Context: an optimization exercise on an open-source flow, tuned for a short achievable clock period and few clock cycles per item. The choices shown serve that exercise and are no tape-out recipe. Only simulation tests tie the RTL to the original design; equivalence was not proved. Power is estimated from default activity; no workload was simulated.

==> job 1036: inputs <==
==> flow/design.v <==
module arbiter
#(parameter N = 31, parameter HOME_HI = 1'b0)
(
	input clk,
	input reset,
	input hreq, input [N:0] haddr, input hcmd, input [N:0] hwdata,
	input oreq, input [N:0] oaddr, input ocmd, input [N:0] owdata,
	output slv_req,
	output [N:0] slv_addr,
	output slv_cmd,
	output [N:0] slv_wdata,
	output grant_h,    
	output grant_o     
);
reg ovr;  
wire h_want = hreq & (haddr[N] == HOME_HI);
wire o_want = oreq & (oaddr[N] == HOME_HI);
wire sel_o  = ~h_want | ovr;
assign grant_h = h_want & ~ovr;
assign grant_o = o_want & sel_o;
assign slv_req   = grant_h | grant_o;
assign slv_addr  = sel_o ? oaddr  : haddr;
assign slv_cmd   = sel_o ? ocmd   : hcmd;
assign slv_wdata = sel_o ? owdata : hwdata;
always @(posedge clk, posedge reset)
	if (reset) ovr <= 1'b0;
	else       ovr <= o_want & ~sel_o;
endmodule
module cross_bar
#(parameter N=31) 
(
	input clk,
	input reset,
	input req0,
	input [N:0] addr0,
	input cmd0,
	input [N:0] wdata0,
	input req1,
	input [N:0] addr1,
	input cmd1,
	input [N:0] wdata1,
	input slv0_ack,
	input [N:0] slv0_rdata,
	input slv1_ack,
	input [N:0] slv1_rdata,
	output slv0_req,
	output [N:0] slv0_addr,
	output slv0_cmd,
	output [N:0] slv0_wdata,
	output slv1_req,
	output [N:0] slv1_addr,
	output slv1_cmd,
	output [N:0] slv1_wdata,
	output ack0,
	output [N:0] rdata0,
	output ack1,
	output [N:0] rdata1
);
wire g00, g10, g01, g11;
arbiter #(.N(N), .HOME_HI(1'b0)) a0 (
	.clk(clk), .reset(reset),
	.hreq(req0), .haddr(addr0), .hcmd(cmd0), .hwdata(wdata0),
	.oreq(req1), .oaddr(addr1), .ocmd(cmd1), .owdata(wdata1),
	.slv_req(slv0_req), .slv_addr(slv0_addr), .slv_cmd(slv0_cmd), .slv_wdata(slv0_wdata),
	.grant_h(g00), .grant_o(g10));
arbiter #(.N(N), .HOME_HI(1'b1)) a1 (
	.clk(clk), .reset(reset),
	.hreq(req1), .haddr(addr1), .hcmd(cmd1), .hwdata(wdata1),
	.oreq(req0), .oaddr(addr0), .ocmd(cmd0), .owdata(wdata0),
	.slv_req(slv1_req), .slv_addr(slv1_addr), .slv_cmd(slv1_cmd), .slv_wdata(slv1_wdata),
	.grant_h(g11), .grant_o(g01));
reg t00, t10, t01, t11;
reg rs0, rs1;
always @(posedge clk, posedge reset)
begin
if (reset) begin
	t00 <= 1'b0; t10 <= 1'b0; t01 <= 1'b0; t11 <= 1'b0;
	rs0 <= 1'b0; rs1 <= 1'b0;
end
else begin
	t00 <= g00; t10 <= g10; t01 <= g01; t11 <= g11;
	rs0 <= t01; rs1 <= t11;
end
end
assign ack0 = (slv0_ack & t00) | (slv1_ack & t01);
assign ack1 = (slv0_ack & t10) | (slv1_ack & t11);
assign rdata0 = rs0 ? slv1_rdata : slv0_rdata;
assign rdata1 = rs1 ? slv1_rdata : slv0_rdata;
endmodule
==> flow/run.sh <==
#!/bin/bash
# synth_recipe.tcl (not shown) runs the flow's synth.tcl, then flattens the netlist and writes it again
# the make line also repeats each setting of config.mk as NAME=value (left out here)
make -C /OpenROAD-flow-scripts/flow DESIGN_CONFIG=/design/flow/config.mk WORK_HOME=/design/flow/orfs CLKGATE_MAP_FILE= SYNTH_SCRIPT=/design/flow/synth_recipe.tcl finish
==> flow/config.mk <==
export PLATFORM = sky130hd
export DESIGN_NAME = cross_bar
export DESIGN_NICKNAME = cross_bar
export VERILOG_FILES = /design/flow/design.v
export SDC_FILE = /design/flow/constraint.sdc
export NUM_CORES = 8
export LEC_CHECK = 0
export ABC_CLOCK_PERIOD_IN_PS = 500
export CAP_MARGIN = 20
export CORE_AREA = 4 4 136 136
export DIE_AREA = 0 0 140 140
export SETUP_SLACK_MARGIN = 2.5
export SLEW_MARGIN = 20
==> flow/constraint.sdc <==
create_clock -name core_clock -period 4.0 [get_ports {clk}]
set_input_delay 0.8000 -clock core_clock [delete_from_list [all_inputs] [get_ports {clk}]]
set_output_delay 0.8000 -clock core_clock [all_outputs]
set_load 0.01 [all_outputs]
==> inputs of job 8021, as changes to job 1036 <==
- ABC_CLOCK_PERIOD_IN_PS: 500 -> default
- CORE_AREA: 4 4 136 136 -> 5 5 85 85
- DIE_AREA: 0 0 140 140 -> 0 0 90 90
==> inputs of job 514, as changes to job 1036 <==
- ABC_CLOCK_PERIOD_IN_PS: 500 -> default
- CORE_AREA: 4 4 136 136 -> 10 10 190 190
- DIE_AREA: 0 0 140 140 -> 0 0 200 200
==> summary.txt <==
- Job 8021 did not get past 3_2_place_iop. Job 1036 went through all stages and came out clean. Job 514 completed with no timing, DRC or antenna violations.
- In job 514 the non-clock buffer count is higher than in job 1036, by 54.
- In synthesized cell count, job 1036 and job 8021 do not differ.
- Of job 1036 and job 514, job 1036 has the higher worst setup slack (gap 110 ps).
- Flip-flop and latch count is the same in job 1036 and job 514.
- Against job 514, the combinational power of job 1036 is lower by about 7%.
- Critical path depth: job 514 is higher than job 1036 (3).
- Against job 514, the total power of job 1036 is lower by about 6%.
==> figures <==
quantity                                                 job 514    job 1036        job 8021
Clock period minus worst slack                           3040 ps     2920 ps               -
Pin count of the biggest net entering global routing          15          14               -
Met3 wire length                                         3300 um     1800 um               -
Outcome                         no timing/DRC/antenna violations  no timing/DRC/antenna violations  did not finish
Stage where the flow stopped                                   -           -   3_2_place_iop
Core Util, Final                                           31.4%       53.0%               -
Via total after detailed routing                            4330        4113               -
IO Port Bufs                                                 397         397               -
Setup Viol. Count Final                                        0           0               -
Crit-path slowest cell                                    mux2_4      mux2_4               -
Number of core rows                                           65          48              29
Crit path arrival time                                   2240 ps     2120 ps               -
Final Net Count                                              990         933               -
Antenna violations before repair                               0           6               -
Static leakage                                           4.79 nW     4.40 nW               -
Width of the chip                                         200 um      140 um           90 um
Testbench counts of job 1036, summed over its fixed seeds: cycles 24,007, items 24,000.
Testbench counts of job 8021, summed over its fixed seeds: cycles 24,007, items 24,000.
Testbench counts of job 514, summed over its fixed seeds: cycles 24,007, items 24,000.

---

==> job 247: inputs <==
// cross_bar: RTL as listed in full above, without the edits since
make LEC_CHECK=0 CAP_MARGIN=20 CORE_AREA='10 10 190 190' DIE_AREA='0 0 200 200' SLEW_MARGIN=20 finish   # period 4.0 ns
run.sh (not shown) runs the stock make flow with config.mk's settings and CLKGATE_MAP_FILE= SYNTH_SCRIPT=/design/flow/synth_recipe.tcl, a recipe that flattens the netlist after the stock synthesis.
==> inputs of job 8410, as changes to job 247 <==
- CORE_AREA: 10 10 190 190 -> 4 4 136 136
- DIE_AREA: 0 0 200 200 -> 0 0 140 140
- SETUP_SLACK_MARGIN: unset -> 2.5
==> summary of the runs <==
Between job 8410 and job 247, the lower sequential share of layout area is in job 8410 (gap 0.47 points).
In job 247 the final cell count is higher than in job 8410, by 11%.
Of job 247 and job 8410, job 8410 has the higher combinational power (gap about 25%, measured against job 8410).
In job 8410 the critical path depth is higher than in job 247, by 3.
Against job 8410, the first-iteration DRC count of job 247 is lower by 64%.
Between job 247 and job 8410, the lower non-clock buffer count is in job 247 (gap 94).
Of job 8410 and job 247, job 8410 has the higher hold slack (gap 42 ps).
Testbench counts of job 247, summed over its fixed seeds: cycles 24,007, items 24,000.
Testbench counts of job 8410, summed over its fixed seeds: cycles 24,007, items 24,000.

-- port drivers added, routing unchanged --
Ports are ideal in the flow. The routed layouts listed here were re-timed in OpenROAD. Step 1: set_driving_cell puts a clkbuf_16 on clk and a buf_2 on each other input, an assumption about the parent block. Step 2 adds t to the input delays and takes it off the output delays; t is the mean of the earliest and latest rising clock arrival at the registers after step 1. Input paths then give back, and output paths get back, about the clock's delay inside the block. Three values: no drivers, after step 1, after step 2; two values: the first two.
| run | t, ns | setup slack, ns | worst register clock-pin slew, ns |
|---|---|---|---|
| job 1036 | 0.262 | 1.075 / 1.030 / 1.030 | 0.04 / 0.04 |
| job 514 | 0.260 | 0.962 / 0.919 / 0.919 | 0.04 / 0.04 |
| job 247 | 0.257 | 0.324 / 0.286 / 0.286 | 0.04 / 0.04 |
| job 8410 | 0.262 | 1.075 / 1.030 / 1.030 | 0.04 / 0.04 |
After both steps setup and hold are still met in every run listed.
